From an optimization exercise on the open Yosys and OpenROAD flow, aimed at small area, a short achievable clock period and few clock cycles; shortcuts taken in it are not production practice. At most, simulation tests tie the RTL to the original design; equivalence was not proved.

==> 08-12: inputs <==
==> flow/design.v <==
module cpu(
    input wire clock,
    input wire reset,
    output wire [31:0] mem_addr,
    output wire mem_wr,
    output wire [31:0] mem_wdata,
    input wire [31:0] mem_rdata
);
    localparam K_NONE  = 3'd0;
    localparam K_FETCH = 3'd1;
    localparam K_LOAD  = 3'd2;
    localparam K_SWOLD = 3'd3;    
    localparam K_SHOLD = 3'd4;    
    localparam K_EXCB  = 3'd5;    
    localparam X_RUN  = 3'd0;
    localparam X_SH1  = 3'd1;
    localparam X_SH2  = 3'd2;
    localparam X_E1   = 3'd3;
    localparam X_E2   = 3'd4;
    localparam X_HALT = 3'd5;
    localparam X_E0   = 3'd6;
    reg [31:0] mar;
    reg        mwr;
    reg [31:0] mwd;
    reg [2:0]  mk, rk;
    reg [4:0]  mrt, rrt;
    reg [1:0]  msz, rsz;
    reg [31:0] fpm4;          
    wire [31:0] fp = fpm4 + 32'd4;
    reg [31:0] ir;
    reg        irv;
    reg [31:0] p4;            
    reg [31:0] epc;
    reg [31:8] mdr;
    reg [2:0]  xs;
    reg [31:0] rf [0:31];
    reg [31:0] rfv;           
    assign mem_addr  = mar;
    assign mem_wr    = mwr;
    assign mem_wdata = mwd;
    wire [5:0]  op  = ir[31:26];
    wire [4:0]  rs  = ir[25:21];
    wire [4:0]  rt  = ir[20:16];
    wire [4:0]  rd  = ir[15:11];
    wire [4:0]  sha = ir[10:6];
    wire [5:0]  fn  = ir[5:0];
    wire [15:0] imm = ir[15:0];
    wire [31:0] sext = {{16{imm[15]}}, imm};
    wire isR    = (op == 6'h00);
    wire f_add  = isR & (fn == 6'h20);
    wire f_sub  = isR & (fn == 6'h22);
    wire f_and  = isR & (fn == 6'h24);
    wire f_sll  = isR & (fn == 6'h00);
    wire f_srl  = isR & (fn == 6'h02);
    wire f_sra  = isR & (fn == 6'h03);
    wire f_sllv = isR & (fn == 6'h04);
    wire f_srav = isR & (fn == 6'h07);
    wire f_slt  = isR & (fn == 6'h2a);
    wire f_jr   = isR & (fn == 6'h08);
    wire f_mfhi = isR & (fn == 6'h10);
    wire f_mflo = isR & (fn == 6'h12);
    wire f_brk  = isR & (fn == 6'h0d);
    wire f_rte  = isR & (fn == 6'h13);
    wire o_addi  = (op == 6'h08);
    wire o_addiu = (op == 6'h09);
    wire o_slti  = (op == 6'h0a);
    wire o_lui   = (op == 6'h0f);
    wire o_beq   = (op == 6'h04);
    wire o_bne   = (op == 6'h05);
    wire o_ble   = (op == 6'h06);
    wire o_bgt   = (op == 6'h07);
    wire o_j     = (op == 6'h02);
    wire o_jal   = (op == 6'h03);
    wire o_lw    = (op == 6'h23);
    wire o_lh    = (op == 6'h21);
    wire o_lb    = (op == 6'h20);
    wire o_sw    = (op == 6'h2b);
    wire o_sh    = (op == 6'h29);
    wire o_sb    = (op == 6'h28);
    wire o_rst   = (op == 6'h3f);
    wire isBr    = o_beq | o_bne | o_ble | o_bgt;
    wire isLoad  = o_lw | o_lh | o_lb;
    wire isShSb  = o_sh | o_sb;
    wire [4:0] n_rs = mem_rdata[25:21];
    wire [4:0] n_rt = mem_rdata[20:16];
    wire [31:0] rs_oh = (32'd1 << n_rs) & rfv;
    wire [31:0] rt_oh = (32'd1 << n_rt) & rfv;
    reg [31:0] rA, rB;
    integer k;
    always @(*) begin
        rA = 32'd0;
        rB = 32'd0;
        for (k = 0; k < 32; k = k + 1) begin
            rA = rA | (rf[k] & {32{rs_oh[k]}});
            rB = rB | (rf[k] & {32{rt_oh[k]}});
        end
    end
    reg [31:0] A, B;
    wire useB = isR | isBr;
    wire inv  = f_sub | f_slt | o_slti | isBr;
    wire [31:0] Y  = useB ? B : sext;
    wire [31:0] Yx = inv ? ~Y : Y;
    wire [31:0] sum = A + Yx + {31'd0, inv};
    wire ovf = (A[31] == Yx[31]) & (sum[31] != A[31]);
    wire lt  = sum[31] ^ ovf;
    wire eq  = (A == B);
    wire gt  = ~lt & ~eq;
    wire shv = f_sllv | f_srav;
    wire [31:0] shsrc = shv ? A : B;
    wire [4:0]  shamt = shv ? B[4:0] : sha;
    wire shleft = f_sll | f_sllv;
    wire [31:0] shsrc_r, shout_r;
    genvar g;
    generate
        for (g = 0; g < 32; g = g + 1) begin : rev
            assign shsrc_r[g] = shsrc[31 - g];
            assign shout_r[g] = shout[31 - g];
        end
    endgenerate
    wire [31:0] shin = shleft ? shsrc_r : shsrc;
    wire shfill = (f_sra | f_srav) & shsrc[31];
    wire signed [32:0] shin_s = {shfill, shin};
    wire [32:0] shout_w = shin_s >>> shamt;
    wire [31:0] shout = shout_w[31:0];
    wire [31:0] shres = shleft ? shout_r : shout;
    reg [31:0] res;
    always @(*) begin
        if (f_and)                 res = A & B;
        else if (f_slt | o_slti)   res = {31'd0, lt};
        else if (o_lui)            res = {imm, 16'd0};
        else if (f_sll | f_sllv | f_srl | f_sra | f_srav) res = shres;
        else if (f_mfhi | f_mflo)  res = 32'd0;
        else if (o_jal)            res = p4;
        else                       res = sum;
    end
    wire wr_instr = f_add | f_sub | f_and | f_sll | f_srl | f_sra | f_sllv | f_srav |
                    f_slt | f_mfhi | f_mflo | o_addi | o_addiu | o_slti | o_lui | o_jal;
    wire [4:0] dest = o_jal ? 5'd31 : (isR ? rd : rt);
    wire [11:0] d_ir = mar[11:0] - p4[11:0] + 12'd7;     
    wire [31:0] rp4 = (mk == K_FETCH) ? mar : fp;
    wire [11:0] d_rd = mar[11:0] - rp4[11:0] + 12'd7;
    wire ovl_ir = mwr & irv & (d_ir < 12'd7);
    wire ovl_rd = mwr & (d_rd < 12'd7);
    wire hazard = (mk == K_LOAD) &
                  ((mrt == rs) | (mrt == rt) | (isR & (mrt == rd)) | (o_jal & (mrt == 5'd31)));
    wire ex = irv & (xs == X_RUN) & (rk != K_LOAD) & ~hazard & ~ovl_ir;
    wire taken = (o_beq & eq) | (o_bne & ~eq) | (o_ble & ~gt) | (o_bgt & gt);
    wire x_exc   = ex & (f_add | f_sub | o_addi) & ovf;
    wire x_redir = ex & (taken | o_j | o_jal | f_jr | f_rte);
    wire x_halt  = ex & f_brk;
    wire x_rst   = ex & o_rst;
    wire x_load  = ex & isLoad;
    wire x_sw    = ex & o_sw;
    wire x_shsb  = ex & isShSb;
    wire [31:0] br_tgt = p4 + {sext[29:0], 2'b00};
    wire [31:0] j_tgt  = {p4[31:28], ir[20:16], ir[25:21], ir[15:0], 2'b00};
    wire [31:0] x_tgt  = (o_j | o_jal) ? j_tgt : f_jr ? A : f_rte ? epc : br_tgt;
    wire e2 = (xs == X_E2);
    wire [31:0] handler = {24'd0, mem_rdata[7:0]};
    wire redirect = x_redir | e2;
    wire e0 = (xs == X_E0);
    wire [31:0] r_tgt = e2 ? handler : x_tgt;
    wire consumed = ex;      
    wire seq_on   = ~irv | (ex & ~x_redir & ~x_halt & ~x_rst);
    wire acc      = (rk == K_FETCH) & ~ovl_rd & seq_on & ~ovl_ir;
    wire drop     = (rk == K_FETCH) & ~acc & ~redirect & ~e0;
    wire rewind   = ovl_ir | drop;
    wire [31:0] raddr = (ovl_ir ? p4 : rp4) - 32'd4;
    wire [31:0] raddr4 = (ovl_ir ? p4 : rp4) - 32'd8;
    wire kill     = redirect | e0 | rewind;
    wire x_mem = x_load | x_sw | x_shsb | e0 | (xs == X_SH1) | (xs == X_SH2) | (xs == X_E1);
    wire [31:0] fa = redirect ? r_tgt : rewind ? raddr : fp;
    wire [31:8] mdr_n = ((rk == K_LOAD) | (rk == K_SWOLD) | (rk == K_SHOLD)) ? mem_rdata[31:8] : mdr;
    wire rst = reset | x_rst;
    wire wb_load = (rk == K_LOAD);
    reg [31:0] ld_val;
    always @(*) begin
        case (rsz)
            2'b10:   ld_val = {16'd0, mem_rdata[15:0]};
            2'b11:   ld_val = {24'd0, mem_rdata[7:0]};
            default: ld_val = mem_rdata;
        endcase
    end
    wire        rf_we = wb_load | e2 | (ex & wr_instr);
    wire [4:0]  rf_wa = wb_load ? rrt : e2 ? 5'd30 : dest;
    wire [31:0] rf_wd = wb_load ? ld_val : e2 ? 32'd2 : res;
    always @(posedge clock) begin
        if (rf_we)
            rf[rf_wa] <= rf_wd;
    end
    always @(posedge clock) begin
        if (rst)
            rfv <= 32'd0;
        else if (rf_we)
            rfv[rf_wa] <= 1'b1;
    end
    always @(posedge clock) begin
        rrt <= mrt;
        rsz <= msz;
        if (acc)
            A <= (rf_we & (rf_wa == n_rs)) ? rf_wd : rA;
        else if (rf_we & (rf_wa == rs))
            A <= rf_wd;
        if (acc)
            B <= (rf_we & (rf_wa == n_rt)) ? rf_wd : rB;
        else if (rf_we & (rf_wa == rt))
            B <= rf_wd;
        if (acc) begin
            ir <= mem_rdata;
            p4 <= rp4;
        end
        if (x_mem) begin
            mwr <= 1'b0;
            mk  <= K_NONE;
            if (x_load) begin
                mar <= sum;
                mk  <= K_LOAD;
                mrt <= rt;
                msz <= o_lw ? 2'b01 : o_lh ? 2'b10 : 2'b11;
            end else if (x_sw) begin
                mar <= sum;
                mwr <= 1'b1;
                mwd <= B;
                mk  <= K_SWOLD;
            end else if (x_shsb) begin
                mar <= sum;
                mwd <= B;
                mk  <= K_SHOLD;
                msz <= o_sh ? 2'b10 : 2'b11;
            end else if (e0) begin
                mar <= 32'd254;
                mk  <= K_EXCB;
            end else if (xs == X_SH2) begin
                mwr <= 1'b1;
                mwd <= (rsz == 2'b10) ? {mem_rdata[31:16], mwd[15:0]} : {mem_rdata[31:8], mwd[7:0]};
            end else if (xs == X_E1) begin
                mwr <= 1'b1;
                mwd[31:8] <= mdr_n;
            end
            if (rewind)
                fpm4 <= raddr4;
        end else begin
            mar <= fa;
            mwr <= 1'b0;
            mk  <= K_FETCH;
            fpm4 <= fa;
        end
        rk <= (kill & (mk == K_FETCH)) ? K_NONE : mk;
        if (x_exc) begin
            epc <= p4 - 32'd4;
            mwd[7:0] <= B[7:0];
        end
        mdr <= mdr_n;
        if (e0)
            irv <= 1'b0;
        else if (acc)
            irv <= 1'b1;
        else if (consumed | ovl_ir)
            irv <= 1'b0;
        case (xs)
            X_RUN:  xs <= x_exc ? X_E0 : x_shsb ? X_SH1 : x_halt ? X_HALT : X_RUN;
            X_E0:   xs <= X_E1;
            X_SH1:  xs <= X_SH2;
            X_SH2:  xs <= X_RUN;
            X_E1:   xs <= X_E2;
            X_E2:   xs <= X_RUN;
            default: xs <= X_HALT;
        endcase
        if (rst) begin
            mar <= 32'd0;
            mwr <= 1'b0;
            mk  <= K_FETCH;
            rk  <= K_NONE;
            fpm4 <= 32'd0;
            irv <= 1'b0;
            xs  <= X_RUN;
            epc <= 32'd0;
            mdr <= 24'd0;
        end
    end
endmodule
==> flow/flow/run.sh <==
#!/bin/bash
set -euo pipefail
bash standard.sh SETUP_SLACK_MARGIN=14.5 finish > make_finish.log 2>&1
==> flow/standard.sh <==
#!/bin/bash
# synth_recipe.tcl (not shown) runs the flow's synth.tcl, then flattens the netlist and writes it again
# the make line also repeats each setting of config.mk as NAME=value (left out here)
make -C /OpenROAD-flow-scripts/flow DESIGN_CONFIG=/design/flow/config.mk WORK_HOME=/design/flow/orfs CLKGATE_MAP_FILE= SYNTH_SCRIPT=/design/flow/synth_recipe.tcl "${@:-finish}"
==> flow/config.mk <==
export PLATFORM = sky130hd
export DESIGN_NAME = cpu
export DESIGN_NICKNAME = cpu
export VERILOG_FILES = /design/flow/design.v
export SDC_FILE = /design/flow/constraint.sdc
export NUM_CORES = 4
export LEC_CHECK = 0
export ABC_AREA = 1
export CAP_MARGIN = 20
export CORE_MARGIN = 2
export CORE_UTILIZATION = 45
export SLEW_MARGIN = 20
==> flow/constraint.sdc <==
create_clock -name core_clock -period 19.0 [get_ports {clock}]
set_input_delay 3.8000 -clock core_clock [delete_from_list [all_inputs] [get_ports {clock}]]
set_output_delay 3.8000 -clock core_clock [all_outputs]
set_load 0.01 [all_outputs]
==> inputs of 08-15, as changes to 08-12 <==
--- a/flow/design.v
+++ b/flow/design.v
@@ -28,5 +28,10 @@
     reg [31:0] fpm4;          
     wire [31:0] fp = fpm4 + 32'd4;
-    reg [31:0] ir;
+    reg [31:0] ir0;           
+    reg        v0;
+    reg [31:0] p40;
+    reg        jq;            
+    reg        jx;            
+    reg [31:0] ir;            
     reg        irv;
     reg [31:0] p4;            
@@ -34,4 +39,5 @@
     reg [31:8] mdr;
     reg [2:0]  xs;
+    reg [31:0] daddr;         
     reg [31:0] rf [0:31];
     reg [31:0] rfv;           
@@ -82,6 +88,6 @@
     wire isLoad  = o_lw | o_lh | o_lb;
     wire isShSb  = o_sh | o_sb;
-    wire [4:0] n_rs = mem_rdata[25:21];
-    wire [4:0] n_rt = mem_rdata[20:16];
+    wire [4:0] n_rs = ir0[25:21];
+    wire [4:0] n_rt = ir0[20:16];
     wire [31:0] rs_oh = (32'd1 << n_rs) & rfv;
     wire [31:0] rt_oh = (32'd1 << n_rt) & rfv;
@@ -141,11 +147,19 @@
     wire [11:0] d_rd = mar[11:0] - rp4[11:0] + 12'd7;
     wire ovl_ir = mwr & irv & (d_ir < 12'd7);
+    wire [11:0] d_q = mar[11:0] - p40[11:0] + 12'd7;
+    wire ovl_q = mwr & v0 & (d_q < 12'd7);
     wire ovl_rd = mwr & (d_rd < 12'd7);
     wire hazard = (mk == K_LOAD) &
                   ((mrt == rs) | (mrt == rt) | (isR & (mrt == rd)) | (o_jal & (mrt == 5'd31)));
-    wire ex = irv & (xs == X_RUN) & (rk != K_LOAD) & ~hazard & ~ovl_ir;
+    wire shp = (xs == X_SH1) | (xs == X_SH2);
+    wire [11:0] d_pd = daddr[11:0] - p4[11:0] + 12'd7;
+    wire ovl_pend = d_pd < 12'd7;
+    wire complex_op = isLoad | o_sw | isShSb | isBr | o_j | o_jal | f_jr | f_rte |
+                      f_brk | o_rst | f_add | f_sub | o_addi;
+    wire ex = irv & ((xs == X_RUN) | (shp & ~complex_op & ~ovl_pend)) &
+              (rk != K_LOAD) & ~hazard & ~ovl_ir;
     wire taken = (o_beq & eq) | (o_bne & ~eq) | (o_ble & ~gt) | (o_bgt & gt);
     wire x_exc   = ex & (f_add | f_sub | o_addi) & ovf;
-    wire x_redir = ex & (taken | o_j | o_jal | f_jr | f_rte);
+    wire x_redir = ex & (taken | ((o_j | o_jal) & ~jx) | f_jr | f_rte);
     wire x_halt  = ex & f_brk;
     wire x_rst   = ex & o_rst;
@@ -162,13 +176,19 @@
     wire [31:0] r_tgt = e2 ? handler : x_tgt;
     wire consumed = ex;      
-    wire seq_on   = ~irv | (ex & ~x_redir & ~x_halt & ~x_rst);
-    wire acc      = (rk == K_FETCH) & ~ovl_rd & seq_on & ~ovl_ir;
+    wire x_free   = ~irv | (ex & ~x_redir & ~x_halt & ~x_rst);
+    wire flush_q  = redirect | e0 | ovl_ir | ovl_q;
+    wire mv       = v0 & x_free & ~flush_q;
+    wire acc      = (rk == K_FETCH) & ~ovl_rd & (~v0 | mv) & ~flush_q & ~jearly & ~(v0 & q_j & ~jq);
     wire drop     = (rk == K_FETCH) & ~acc & ~redirect & ~e0;
-    wire rewind   = ovl_ir | drop;
-    wire [31:0] raddr = (ovl_ir ? p4 : rp4) - 32'd4;
-    wire [31:0] raddr4 = (ovl_ir ? p4 : rp4) - 32'd8;
-    wire kill     = redirect | e0 | rewind;
-    wire x_mem = x_load | x_sw | x_shsb | e0 | (xs == X_SH1) | (xs == X_SH2) | (xs == X_E1);
-    wire [31:0] fa = redirect ? r_tgt : rewind ? raddr : fp;
+    wire rewind   = ovl_ir | ovl_q | drop;
+    wire [31:0] rbase = ovl_ir ? p4 : ovl_q ? p40 : rp4;
+    wire [31:0] raddr = rbase - 32'd4;
+    wire [31:0] raddr4 = rbase - 32'd8;
+    wire kill     = redirect | e0 | rewind | jearly;
+    wire x_mem = x_load | x_sw | x_shsb | e0 | (xs == X_SH2) | (xs == X_E1);
+    wire q_j = (ir0[31:27] == 5'b00001);
+    wire [31:0] q_tgt = {p40[31:28], ir0[20:16], ir0[25:21], ir0[15:0], 2'b00};
+    wire jearly = v0 & q_j & ~jq & ~flush_q & ~x_mem;
+    wire [31:0] fa = redirect ? r_tgt : jearly ? q_tgt : rewind ? raddr : fp;
     wire [31:8] mdr_n = ((rk == K_LOAD) | (rk == K_SWOLD) | (rk == K_SHOLD)) ? mem_rdata[31:8] : mdr;
     wire rst = reset | x_rst;
@@ -198,16 +218,29 @@
         rrt <= mrt;
         rsz <= msz;
-        if (acc)
+        if (mv)
             A <= (rf_we & (rf_wa == n_rs)) ? rf_wd : rA;
         else if (rf_we & (rf_wa == rs))
             A <= rf_wd;
-        if (acc)
+        if (mv)
             B <= (rf_we & (rf_wa == n_rt)) ? rf_wd : rB;
         else if (rf_we & (rf_wa == rt))
             B <= rf_wd;
+        if (mv) begin
+            ir <= ir0;
+            p4 <= p40;
+            jx <= jq | jearly;
+        end
+        if (acc)
+            jq <= 1'b0;
+        else if (jearly)
+            jq <= 1'b1;
         if (acc) begin
-            ir <= mem_rdata;
-            p4 <= rp4;
-        end
+            ir0 <= mem_rdata;
+            p40 <= rp4;
+        end
+        if (acc)
+            v0 <= 1'b1;
+        else if (mv | flush_q)
+            v0 <= 1'b0;
         if (x_mem) begin
             mwr <= 1'b0;
@@ -225,4 +258,5 @@
             end else if (x_shsb) begin
                 mar <= sum;
+                daddr <= sum;
                 mwd <= B;
                 mk  <= K_SHOLD;
@@ -232,4 +266,5 @@
                 mk  <= K_EXCB;
             end else if (xs == X_SH2) begin
+                mar <= daddr;
                 mwr <= 1'b1;
                 mwd <= (rsz == 2'b10) ? {mem_rdata[31:16], mwd[15:0]} : {mem_rdata[31:8], mwd[7:0]};
@@ -254,5 +289,5 @@
         if (e0)
             irv <= 1'b0;
-        else if (acc)
+        else if (mv)
             irv <= 1'b1;
         else if (consumed | ovl_ir)
@@ -274,4 +309,5 @@
             fpm4 <= 32'd0;
             irv <= 1'b0;
+            v0  <= 1'b0;
             xs  <= X_RUN;
             epc <= 32'd0;
==> flow/flow/run.sh (replaced) <==
#!/bin/bash
set -euo pipefail
bash standard.sh SETUP_SLACK_MARGIN=13.5 finish > make_finish.log 2>&1
--- a/flow/config.mk
+++ b/flow/config.mk
@@ -9,4 +9,4 @@
 export CAP_MARGIN = 20
 export CORE_MARGIN = 2
-export CORE_UTILIZATION = 45
+export CORE_UTILIZATION = 35
 export SLEW_MARGIN = 20
==> inputs of 08-11, as changes to 08-12 <==
--- a/flow/design.v
+++ b/flow/design.v
@@ -19,5 +19,4 @@
     localparam X_E2   = 3'd4;
     localparam X_HALT = 3'd5;
-    localparam X_E0   = 3'd6;
     reg [31:0] mar;
     reg        mwr;
@@ -26,6 +25,6 @@
     reg [4:0]  mrt, rrt;
     reg [1:0]  msz, rsz;
-    reg [31:0] fpm4;          
-    wire [31:0] fp = fpm4 + 32'd4;
+    reg [31:0] pma;           
+    reg [31:0] fp;            
     reg [31:0] ir;
     reg        irv;
@@ -82,19 +81,6 @@
     wire isLoad  = o_lw | o_lh | o_lb;
     wire isShSb  = o_sh | o_sb;
-    wire [4:0] n_rs = mem_rdata[25:21];
-    wire [4:0] n_rt = mem_rdata[20:16];
-    wire [31:0] rs_oh = (32'd1 << n_rs) & rfv;
-    wire [31:0] rt_oh = (32'd1 << n_rt) & rfv;
-    reg [31:0] rA, rB;
-    integer k;
-    always @(*) begin
-        rA = 32'd0;
-        rB = 32'd0;
-        for (k = 0; k < 32; k = k + 1) begin
-            rA = rA | (rf[k] & {32{rs_oh[k]}});
-            rB = rB | (rf[k] & {32{rt_oh[k]}});
-        end
-    end
-    reg [31:0] A, B;
+    wire [31:0] A = rfv[rs] ? rf[rs] : 32'd0;
+    wire [31:0] B = rfv[rt] ? rf[rt] : 32'd0;
     wire useB = isR | isBr;
     wire inv  = f_sub | f_slt | o_slti | isBr;
@@ -109,19 +95,9 @@
     wire [31:0] shsrc = shv ? A : B;
     wire [4:0]  shamt = shv ? B[4:0] : sha;
-    wire shleft = f_sll | f_sllv;
-    wire [31:0] shsrc_r, shout_r;
-    genvar g;
-    generate
-        for (g = 0; g < 32; g = g + 1) begin : rev
-            assign shsrc_r[g] = shsrc[31 - g];
-            assign shout_r[g] = shout[31 - g];
-        end
-    endgenerate
-    wire [31:0] shin = shleft ? shsrc_r : shsrc;
-    wire shfill = (f_sra | f_srav) & shsrc[31];
-    wire signed [32:0] shin_s = {shfill, shin};
-    wire [32:0] shout_w = shin_s >>> shamt;
-    wire [31:0] shout = shout_w[31:0];
-    wire [31:0] shres = shleft ? shout_r : shout;
+    wire [31:0] shl = shsrc << shamt;
+    wire signed [31:0] shsrc_s = shsrc;
+    wire [31:0] sra_v = shsrc_s >>> shamt;
+    wire [31:0] srl_v = shsrc >> shamt;
+    wire [31:0] shr = (f_sra | f_srav) ? sra_v : srl_v;
     reg [31:0] res;
     always @(*) begin
@@ -129,5 +105,6 @@
         else if (f_slt | o_slti)   res = {31'd0, lt};
         else if (o_lui)            res = {imm, 16'd0};
-        else if (f_sll | f_sllv | f_srl | f_sra | f_srav) res = shres;
+        else if (f_sll | f_sllv)   res = shl;
+        else if (f_srl | f_sra | f_srav) res = shr;
         else if (f_mfhi | f_mflo)  res = 32'd0;
         else if (o_jal)            res = p4;
@@ -138,6 +115,5 @@
     wire [4:0] dest = o_jal ? 5'd31 : (isR ? rd : rt);
     wire [11:0] d_ir = mar[11:0] - p4[11:0] + 12'd7;     
-    wire [31:0] rp4 = (mk == K_FETCH) ? mar : fp;
-    wire [11:0] d_rd = mar[11:0] - rp4[11:0] + 12'd7;
+    wire [11:0] d_rd = mar[11:0] - pma[11:0] + 12'd3;    
     wire ovl_ir = mwr & irv & (d_ir < 12'd7);
     wire ovl_rd = mwr & (d_rd < 12'd7);
@@ -159,15 +135,13 @@
     wire [31:0] handler = {24'd0, mem_rdata[7:0]};
     wire redirect = x_redir | e2;
-    wire e0 = (xs == X_E0);
     wire [31:0] r_tgt = e2 ? handler : x_tgt;
     wire consumed = ex;      
-    wire seq_on   = ~irv | (ex & ~x_redir & ~x_halt & ~x_rst);
+    wire seq_on   = ~irv | (ex & ~x_redir & ~x_exc & ~x_halt & ~x_rst);
     wire acc      = (rk == K_FETCH) & ~ovl_rd & seq_on & ~ovl_ir;
-    wire drop     = (rk == K_FETCH) & ~acc & ~redirect & ~e0;
+    wire drop     = (rk == K_FETCH) & ~acc & ~redirect & ~x_exc;
     wire rewind   = ovl_ir | drop;
-    wire [31:0] raddr = (ovl_ir ? p4 : rp4) - 32'd4;
-    wire [31:0] raddr4 = (ovl_ir ? p4 : rp4) - 32'd8;
-    wire kill     = redirect | e0 | rewind;
-    wire x_mem = x_load | x_sw | x_shsb | e0 | (xs == X_SH1) | (xs == X_SH2) | (xs == X_E1);
+    wire [31:0] raddr = ovl_ir ? (p4 - 32'd4) : pma;
+    wire kill     = redirect | x_exc | rewind;
+    wire x_mem = x_load | x_sw | x_shsb | x_exc | (xs == X_SH1) | (xs == X_SH2) | (xs == X_E1);
     wire [31:0] fa = redirect ? r_tgt : rewind ? raddr : fp;
     wire [31:8] mdr_n = ((rk == K_LOAD) | (rk == K_SWOLD) | (rk == K_SHOLD)) ? mem_rdata[31:8] : mdr;
@@ -196,17 +170,10 @@
     end
     always @(posedge clock) begin
+        pma <= mar;
         rrt <= mrt;
         rsz <= msz;
-        if (acc)
-            A <= (rf_we & (rf_wa == n_rs)) ? rf_wd : rA;
-        else if (rf_we & (rf_wa == rs))
-            A <= rf_wd;
-        if (acc)
-            B <= (rf_we & (rf_wa == n_rt)) ? rf_wd : rB;
-        else if (rf_we & (rf_wa == rt))
-            B <= rf_wd;
         if (acc) begin
             ir <= mem_rdata;
-            p4 <= rp4;
+            p4 <= pma + 32'd4;
         end
         if (x_mem) begin
@@ -228,6 +195,7 @@
                 mk  <= K_SHOLD;
                 msz <= o_sh ? 2'b10 : 2'b11;
-            end else if (e0) begin
+            end else if (x_exc) begin
                 mar <= 32'd254;
+                mwd[7:0] <= B[7:0];
                 mk  <= K_EXCB;
             end else if (xs == X_SH2) begin
@@ -239,26 +207,21 @@
             end
             if (rewind)
-                fpm4 <= raddr4;
+                fp <= raddr;
         end else begin
             mar <= fa;
             mwr <= 1'b0;
             mk  <= K_FETCH;
-            fpm4 <= fa;
+            fp  <= fa + 32'd4;
         end
         rk <= (kill & (mk == K_FETCH)) ? K_NONE : mk;
-        if (x_exc) begin
+        if (x_exc)
             epc <= p4 - 32'd4;
-            mwd[7:0] <= B[7:0];
-        end
         mdr <= mdr_n;
-        if (e0)
-            irv <= 1'b0;
-        else if (acc)
+        if (acc)
             irv <= 1'b1;
         else if (consumed | ovl_ir)
             irv <= 1'b0;
         case (xs)
-            X_RUN:  xs <= x_exc ? X_E0 : x_shsb ? X_SH1 : x_halt ? X_HALT : X_RUN;
-            X_E0:   xs <= X_E1;
+            X_RUN:  xs <= x_exc ? X_E1 : x_shsb ? X_SH1 : x_halt ? X_HALT : X_RUN;
             X_SH1:  xs <= X_SH2;
             X_SH2:  xs <= X_RUN;
@@ -272,5 +235,5 @@
             mk  <= K_FETCH;
             rk  <= K_NONE;
-            fpm4 <= 32'd0;
+            fp  <= 32'd4;
             irv <= 1'b0;
             xs  <= X_RUN;
==> flow/flow/run.sh (replaced) <==
#!/bin/bash
set -euo pipefail
bash standard.sh SETUP_SLACK_MARGIN=12 finish > make_finish.log 2>&1
--- a/flow/config.mk
+++ b/flow/config.mk
@@ -6,7 +6,6 @@
 export NUM_CORES = 4
 export LEC_CHECK = 0
-export ABC_AREA = 1
 export CAP_MARGIN = 20
 export CORE_MARGIN = 2
-export CORE_UTILIZATION = 45
+export CORE_UTILIZATION = 40
 export SLEW_MARGIN = 20
==> impl_metrics.env <==
export IMPL_synth_top_family_by_area="multiplexers"
export IMPL_status="finished clean"
export IMPL_dpl_hpwl_mm=197
export IMPL_synth_avg_cell_area_um2=13.5
export IMPL_grtUsageTotal_pct=33.3
export IMPL_synth_top_area_share_pct=46.6
export IMPL_yosysSeqAreaShare_pct=52.4
export IMPL_die_h_um=430
That was 08-11.
==> impl_metrics.env <==
export IMPL_status="finished clean"
export IMPL_synth_top_area_share_pct=49.4
export IMPL_yosysSeqAreaShare_pct=53.8
export IMPL_dpl_hpwl_mm=292
export IMPL_die_h_um=477
export IMPL_synth_avg_cell_area_um2=9.38
That was 08-15.
==> impl_metrics.env <==
export IMPL_status="did not finish"
export IMPL_stop_stage="5_1_grt"
export IMPL_error_line="[ERROR GRT-0232] Routing congestion too high. Check the congestion heatmap in the GUI."
export IMPL_synth_avg_cell_area_um2=9.16
export IMPL_synth_top_family_by_area="compound AO/OA/AOI/OAI gates"
export IMPL_die_h_um=407
export IMPL_dpl_hpwl_mm=287
That was 08-12.
Testbench counts of 08-15, summed over its fixed seeds: cycles 26,980.
Testbench counts of 08-11, summed over its fixed seeds: cycles 26,961.
Function not checked in 08-12: the RTL went through the layout flow alone.

==> re-timing with driven ports <==
The flow's constraints put no driver on any port. The routed layouts listed below were extracted and timed again, unchanged, in two steps. Step 1 assumes that a clkbuf_16 drives the clock port and a buf_2 every other input. Step 2 also shifts input and output timing later by t, the mid clock arrival at the registers, as if the neighbouring blocks saw the same clock. Slacks: ideal / step 1 / step 2; pairs: ideal / step 1.
run	shift t [ns]	setup slack, ns	latest minus earliest clock arrival (ns)	worst slew at a driven data input, ns	cell pins on the clock port's net
08-15	0.919	13.298 / 13.298 / 12.771	0.078 / 0.077	0.06	1
08-11	0.911	11.835 / 11.835 / 11.835	0.066 / 0.066	0.04	1
After both steps every run listed still meets setup and hold. For 08-15, which loses most, drivers alone change the setup slack by 0.000 ns; drivers and shift together by -0.527 ns.
